This design comes from an exercise in tuning for small area on the open sky130 flow, not from production work. In this exercise RTL edits were held to simulation tests only and were not proved equivalent to the original. Power and IR drop assume default switching activity.

==> flow/design.v (excerpt) <==
module solver (
    input clk,
    input reset,
    input insert,
    input advance,
    input [3:0] value,
    output [40:0] solution
);
reg [40:0] slot [0:6];
reg [6:0]  sv;
reg [40:0] j7, j8;
reg        v7, v8;
reg [2:0]  q;
reg [40:0] total;
assign solution = total;
wire       ins = insert & ~(value[3] & |value[2:0]);
wire       to_j7 = (value == 4'd7);
wire       to_j8 = (value == 4'd8);
reg [6:0] hit, sel;
reg [2:0] e;
integer k;
always @* begin
    for (k = 0; k < 7; k = k + 1) begin
        e = (k + 7 - q) % 7;
        hit[k] = advance ? (q == k) : (ins & (value == {1'b0, e}));
        sel[k] = sv[k] & hit[k];
    end
end
wire selj7 = v7 & ~advance & to_j7;
wire selj8 = v8 & ~advance & to_j8;
reg [40:0] rd;
integer m;
always @* begin
    rd = {41{selj7}} & j7 | {41{selj8}} & j8;
    for (m = 0; m < 7; m = m + 1)
        rd = rd | ({41{sel[m]}} & slot[m]);
end
wire [40:0] sa_a = rd;
wire [40:0] sa_b = {41{advance & v7}} & j7;
wire        sa_ci = ~advance;
wire [40:0] sa_p = sa_a ^ sa_b;
wire [40:0] sa_g0 = sa_a & sa_b;
  ...
export LEC_CHECK = 0
export CAP_MARGIN = 20
export CORE_MARGIN = 2
export CORE_UTILIZATION = 70
export SLEW_MARGIN = 20
create_clock -name core_clock -period 9.0 [get_ports {clk}]
standard.sh (not shown) runs the stock make flow with config.mk's settings and CLKGATE_MAP_FILE= SYNTH_SCRIPT=/design/flow/synth_recipe.tcl, a recipe that flattens the netlist after the stock synthesis.
==> flow/flow/run.sh <==
#!/bin/bash
# Own layout flow:
#  1. the standard synthesis (bash standard.sh synth), unchanged;
#  2. the logic between the flip-flops re-mapped by ABC for area (flow/remap.tcl):
#     the flip-flops stay the same instances, names and cell types;
#  3. the standard ORFS layout from that netlist, with buf_2 as the port buffer
#     cell and clock tree synthesis
#     run without dummy loads and with a chosen buffer and sink clustering.
# Each tool's output goes to a log file of its own in this folder.
set -euo pipefail
here=$(pwd)
R=$here/orfs/results/$FLOW_PLATFORM/solver/base
YOSYS=${YOSYS_EXE:-$FLOW_HOME/../tools/install/yosys/bin/yosys}

bash standard.sh synth > log_1_standard_synth.txt 2>&1
cp "$R/1_2_yosys.v" "$R/1_2_yosys_std.v"

export REMAP_LIB=$FLOW_HOME/platforms/$FLOW_PLATFORM/lib/sky130_fd_sc_hd__tt_025C_1v80.lib
export REMAP_IN=$R/1_2_yosys_std.v
export REMAP_OUT=$R/1_2_yosys.v
export REMAP_TOP=$FLOW_TOP
export REMAP_D=$(python3 -c "print(int(float('$FLOW_PERIOD_NS')*1000))")
export REMAP_ABC_SCRIPT=
export REMAP_DONT_USE="$(sed -n '/DONT_USE_CELLS/,/^$/p' "$FLOW_HOME/platforms/$FLOW_PLATFORM/config.mk" | grep -o 'sky130_fd_sc_hd__[a-z0-9_]*' | tr '\n' ' ')"
"$YOSYS" -c "$here/flow/remap.tcl" > log_2_remap.txt 2>&1
rm -f "$R/1_synth.odb" "$R/1_synth.sdc"

export BUFFER_PORTS_ARGS="-buffer_cell sky130_fd_sc_hd__buf_2"
export CTS_ARGS="-sink_clustering_enable -repair_clock_nets -dont_use_dummy_load -sink_clustering_size 9 -sink_clustering_max_diameter 35 -buf_list sky130_fd_sc_hd__clkbuf_4"
bash standard.sh > log_3_layout.txt 2>&1
Other scripts of this flow, unchanged in this note and not shown: flow/flow/remap.tcl
Rerun with:
--- a/flow/design.v
+++ b/flow/design.v
@@ -393,41 +393,45 @@
 wire st_G69 = st_g0[34] | st_p[34] & st_G51;
 wire st_P69 = st_p[34] & st_P51;
 wire st_G70 = st_g0[36] | st_p[36] & st_G43;
 wire st_P70 = st_p[36] & st_P43;
 wire st_G71 = st_g0[38] | st_p[38] & st_G52;
 wire st_P71 = st_p[38] & st_P52;
 wire st_G72 = st_g0[40] | st_p[40] & st_G39;
 wire st_P72 = st_p[40] & st_P39;
 wire [40:0] st_c = {st_G39, st_G71, st_G52, st_G70, st_G43, st_G69, st_G51, st_G68, st_G37, st_G67, st_G50, st_G66, st_G42, st_G65, st_G49, st_G64, st_G38, st_G63, st_G48, st_G62, st_G41, st_G61, st_G47, st_G60, st_G35, st_G59, st_G46, st_G58, st_G40, st_G57, st_G45, st_G56, st_G30, st_G55, st_G44, st_G54, st_G20, st_G53, st_G0, st_gc0, st_ci};
 wire [40:0] st_s = st_p ^ st_c;
+wire ld7 = ~advance & ins & to_j7;
+wire ld8 = ~advance & ins & to_j8;
+wire hold7 = ~advance & ~ld7;
+wire hold8 = ~advance & ~ld8;
+wire [40:0] j7_d = {41{advance}} & j8 | {41{ld7}} & sa_s | {41{hold7}} & j7;
+wire [40:0] j8_d = {41{advance}} & rd | {41{ld8}} & sa_s | {41{hold8}} & j8;
 integer w;
 always @(posedge clk) begin
+    j7 <= j7_d;
+    j8 <= j8_d;
     for (w = 0; w < 7; w = w + 1)
         if (hit[w])
             slot[w] <= sa_s;
     if (advance) begin
         sv <= sv | hit;
-        j7 <= j8;
         v7 <= v8;
-        j8 <= rd;
         v8 <= 1'b1;
         q <= (q == 3'd6) ? 3'd0 : q + 3'd1;
         total <= st_s;
     end else begin
         if (reset) begin
             sv <= hit;
             v7 <= ins & to_j7;
             v8 <= ins & to_j8;
         end else begin
             sv <= sv | hit;
             if (ins & to_j7) v7 <= 1'b1;
             if (ins & to_j8) v8 <= 1'b1;
         end
-        if (ins & to_j7) j7 <= sa_s;
-        if (ins & to_j8) j8 <= sa_s;
         if (reset & ~ins)
             q <= 3'd0;
         total <= st_s;
     end
 end
 endmodule
The new run went through all stages and came out clean.
Count of clock-buffer cells in the layout goes up by 7.
Non-clock buffer count falls by 2.
Core utilization came out higher by 0.69 points.
Combinational power hardly moves.
Power decreases by 0.48%.
Flip-flop and latch count does not change.
Final cell count grows by 6.0%.
First-iteration DRC count climbs by 6.6%.

========
Setup of wip/garnet:
solver, a different RTL version from the one above (not shown whole).
For scale: about 1600 cells after synthesis, ~49 I/O pins, roughly 19000 µm² of cells after synthesis.
==> flow/design.v (excerpt) <==
module solver (
    input clk,
    input reset,
    input insert,
    input advance,
    input [3:0] value,
    output [40:0] solution
);
reg [40:0] slot [0:6];
reg [6:0]  sv;
reg [40:0] j7, j8;
reg        v7, v8;
reg [2:0]  q;
reg [40:0] total;
assign solution = total;
wire       ins = insert & ~(value[3] & |value[2:0]);
wire       to_j7 = (value == 4'd7);
wire       to_j8 = (value == 4'd8);
reg [6:0] hit, sel;
reg [2:0] e;
integer k;
always @* begin
    for (k = 0; k < 7; k = k + 1) begin
        e = (k + 7 - q) % 7;
        hit[k] = advance ? (q == k) : (ins & (value == {1'b0, e}));
        sel[k] = sv[k] & hit[k];
    end
end
wire selj7 = v7 & ~advance & to_j7;
wire selj8 = v8 & ~advance & to_j8;
reg [40:0] rd;
integer m;
always @* begin
    rd = {41{selj7}} & j7 | {41{selj8}} & j8;
    for (m = 0; m < 7; m = m + 1)
        rd = rd | ({41{sel[m]}} & slot[m]);
end
wire [40:0] sa_a = rd;
wire [40:0] sa_b = {41{advance & v7}} & j7;
wire        sa_ci = ~advance;
wire [40:0] sa_p = sa_a ^ sa_b;
wire [40:0] sa_g0 = sa_a & sa_b;
wire sa_gc0 = sa_g0[0] | sa_p[0] & sa_ci;
wire sa_G0 = sa_g0[1] | sa_p[1] & sa_gc0;
wire sa_G1 = sa_g0[3] | sa_p[3] & sa_g0[2];
wire sa_P1 = sa_p[3] & sa_p[2];
wire sa_G2 = sa_g0[5] | sa_p[5] & sa_g0[4];
wire sa_P2 = sa_p[5] & sa_p[4];
wire sa_G3 = sa_g0[7] | sa_p[7] & sa_g0[6];
wire sa_P3 = sa_p[7] & sa_p[6];
wire sa_G4 = sa_g0[9] | sa_p[9] & sa_g0[8];
wire sa_P4 = sa_p[9] & sa_p[8];
wire sa_G5 = sa_g0[11] | sa_p[11] & sa_g0[10];
wire sa_P5 = sa_p[11] & sa_p[10];
wire sa_G6 = sa_g0[13] | sa_p[13] & sa_g0[12];
wire sa_P6 = sa_p[13] & sa_p[12];
wire sa_G7 = sa_g0[15] | sa_p[15] & sa_g0[14];
wire sa_P7 = sa_p[15] & sa_p[14];
wire sa_G8 = sa_g0[17] | sa_p[17] & sa_g0[16];
wire sa_P8 = sa_p[17] & sa_p[16];
wire sa_G9 = sa_g0[19] | sa_p[19] & sa_g0[18];
  ...
export LEC_CHECK = 0
export CAP_MARGIN = 20
export CORE_MARGIN = 2
export CORE_UTILIZATION = 70
export SLEW_MARGIN = 20
create_clock -name core_clock -period 9.0 [get_ports {clk}]
==> flow/flow/remap.tcl <==
# Re-map the combinational logic of the standard synthesis netlist for area.
# Flip-flops stay the same instances (same names and cell types); only the
# logic between them is re-mapped by ABC.
yosys -import
set lib $::env(REMAP_LIB)
set in  $::env(REMAP_IN)
set out $::env(REMAP_OUT)
read_liberty -ignore_miss_func -ignore_miss_dir $lib
read_verilog $in
hierarchy -top $::env(REMAP_TOP)
set ffs {}
foreach c [split [exec grep -o {sky130_fd_sc_hd__[a-z0-9_]*} $in | sort -u] "\n"] {
  if {[regexp {__(df|edf|sdf|dl|sedf|conb)} $c]} { lappend ffs $c }
}
blackbox {*}$ffs
flatten
opt -purge
set du {}
foreach c $::env(REMAP_DONT_USE) { lappend du -dont_use $c }
if {[info exists ::env(REMAP_ABC_SCRIPT)] && $::env(REMAP_ABC_SCRIPT) ne ""} {
  abc -liberty $lib {*}$du -D $::env(REMAP_D) -script $::env(REMAP_ABC_SCRIPT)
} else {
  abc -liberty $lib {*}$du -D $::env(REMAP_D)
}
opt_clean -purge
splitnets
opt_clean -purge
hilomap -singleton -hicell sky130_fd_sc_hd__conb_1 HI -locell sky130_fd_sc_hd__conb_1 LO
insbuf -buf sky130_fd_sc_hd__buf_4 A X
opt_clean -purge
read_liberty -lib -ignore_redef $lib
stat -liberty $lib
check -assert
write_verilog -noattr -nohex -nodec $out
Scripts as last shown in full above: flow/flow/run.sh
For wip/yarrow, these inputs were changed with respect to wip/garnet:
--- a/flow/design.v
+++ b/flow/design.v
@@ -238,25 +238,24 @@
 wire sa_P97 = sa_P56 & sa_P92;
 wire sa_G98 = sa_G57 | sa_P57 & sa_G92;
 wire sa_P98 = sa_P57 & sa_P92;
 wire sa_G99 = sa_G58 | sa_P58 & sa_G92;
 wire sa_P99 = sa_P58 & sa_P92;
 wire sa_G100 = sa_G59 | sa_P59 & sa_G92;
 wire sa_P100 = sa_P59 & sa_P92;
 wire sa_G101 = sa_G76 | sa_P76 & sa_G92;
 wire sa_P101 = sa_P76 & sa_P92;
 wire [40:0] sa_c = {sa_G100, sa_G99, sa_G98, sa_G97, sa_G96, sa_G95, sa_G94, sa_G93, sa_G92, sa_G91, sa_G90, sa_G89, sa_G88, sa_G87, sa_G86, sa_G85, sa_G84, sa_G83, sa_G82, sa_G81, sa_G80, sa_G79, sa_G78, sa_G77, sa_G67, sa_G66, sa_G65, sa_G64, sa_G63, sa_G62, sa_G61, sa_G60, sa_G43, sa_G42, sa_G41, sa_G40, sa_G21, sa_G20, sa_G0, sa_gc0, sa_ci};
 wire [40:0] sa_s = sa_p ^ sa_c;
-wire        clr = reset & ~advance;
-wire [40:0] st_a = {41{~clr}} & total;
-wire [40:0] st_b = {41{advance | clr & ins}} & rd;
+wire [40:0] st_a = total;
+wire [40:0] st_b = {41{advance}} & rd;
 wire        st_ci = ins & ~advance;
 wire [40:0] st_p = st_a ^ st_b;
 wire [40:0] st_g0 = st_a & st_b;
 wire st_gc0 = st_g0[0] | st_p[0] & st_ci;
 wire st_G0 = st_g0[1] | st_p[1] & st_gc0;
 wire st_G1 = st_g0[3] | st_p[3] & st_g0[2];
 wire st_P1 = st_p[3] & st_p[2];
 wire st_G2 = st_g0[5] | st_p[5] & st_g0[4];
 wire st_P2 = st_p[5] & st_p[4];
 wire st_G3 = st_g0[7] | st_p[7] & st_g0[6];
 wire st_P3 = st_p[7] & st_p[6];
@@ -477,15 +476,18 @@
             v7 <= ins & to_j7;
             v8 <= ins & to_j8;
         end else begin
             sv <= sv | hit;
             if (ins & to_j7) v7 <= 1'b1;
             if (ins & to_j8) v8 <= 1'b1;
         end
         if (ins & to_j7) j7 <= sa_s;
         if (ins & to_j8) j8 <= sa_s;
         if (reset & ~ins)
             q <= 3'd0;
-        total <= st_s;
+        if (reset)
+            total <= ins ? sa_s : 41'd0;
+        else
+            total <= st_s;
     end
 end
 endmodule
==> run notes <==
Worst stage delay on the critical path: wip/garnet and wip/yarrow compared, higher one is wip/garnet. Going from wip/garnet to wip/yarrow, the tap cell count was found to have gone up by 1.6%. wip/yarrow vs. wip/garnet: clock-buffer cell count saw an increase; global-route wire length before repair saw an increase; die area saw an increase; total placed instance area saw an increase. Compared to wip/garnet, wip/yarrow has ratio of final minimum period to clock period 3.6 points higher. wip/yarrow packs its core more loosely than wip/garnet. On area after synthesis: between wip/garnet and wip/yarrow, it ends up higher for wip/yarrow. Going from wip/garnet to wip/yarrow, filler-free cell count of the finished design higher, combinational power lower, final area higher. Relative to wip/garnet, total length of routed wires has increased by 3.0% in wip/yarrow.

==> separate check: timing with driven ports <==
The results above use ideal ports. As a check the final layouts listed here were re-extracted and re-timed, cells and wires unchanged.
Step 1: set_driving_cell puts a clkbuf_16 on clk and a buf_2 on each other input, an assumption about the parent block.
Step 2 adds t to the input delays and takes it off the output delays; t is the mean of the earliest and latest rising clock arrival at the registers after step 1. Input paths then give back, and output paths get back, about the clock's delay inside the block.
a / b / c = no drivers / after step 1 / after step 2; a / b = the first two.
run	shift t [ns]	setup WS [ns]	cell pins on the clock port's net
the first run of note 1	0.764	0.623 / 0.648 / -0.116	1
the second run of note 1	0.714	0.606 / 0.632 / -0.082	1
wip/garnet	0.715	1.059 / 1.079 / 0.364	1
wip/yarrow	0.717	0.736 / 0.769 / 0.052	1
Met with ideal ports but missed after step 2: setup timing in the first run of note 1 and the second run of note 1. For the first run of note 1, which loses most, drivers alone change the setup slack by +0.025 ns; drivers and shift together by -0.739 ns.
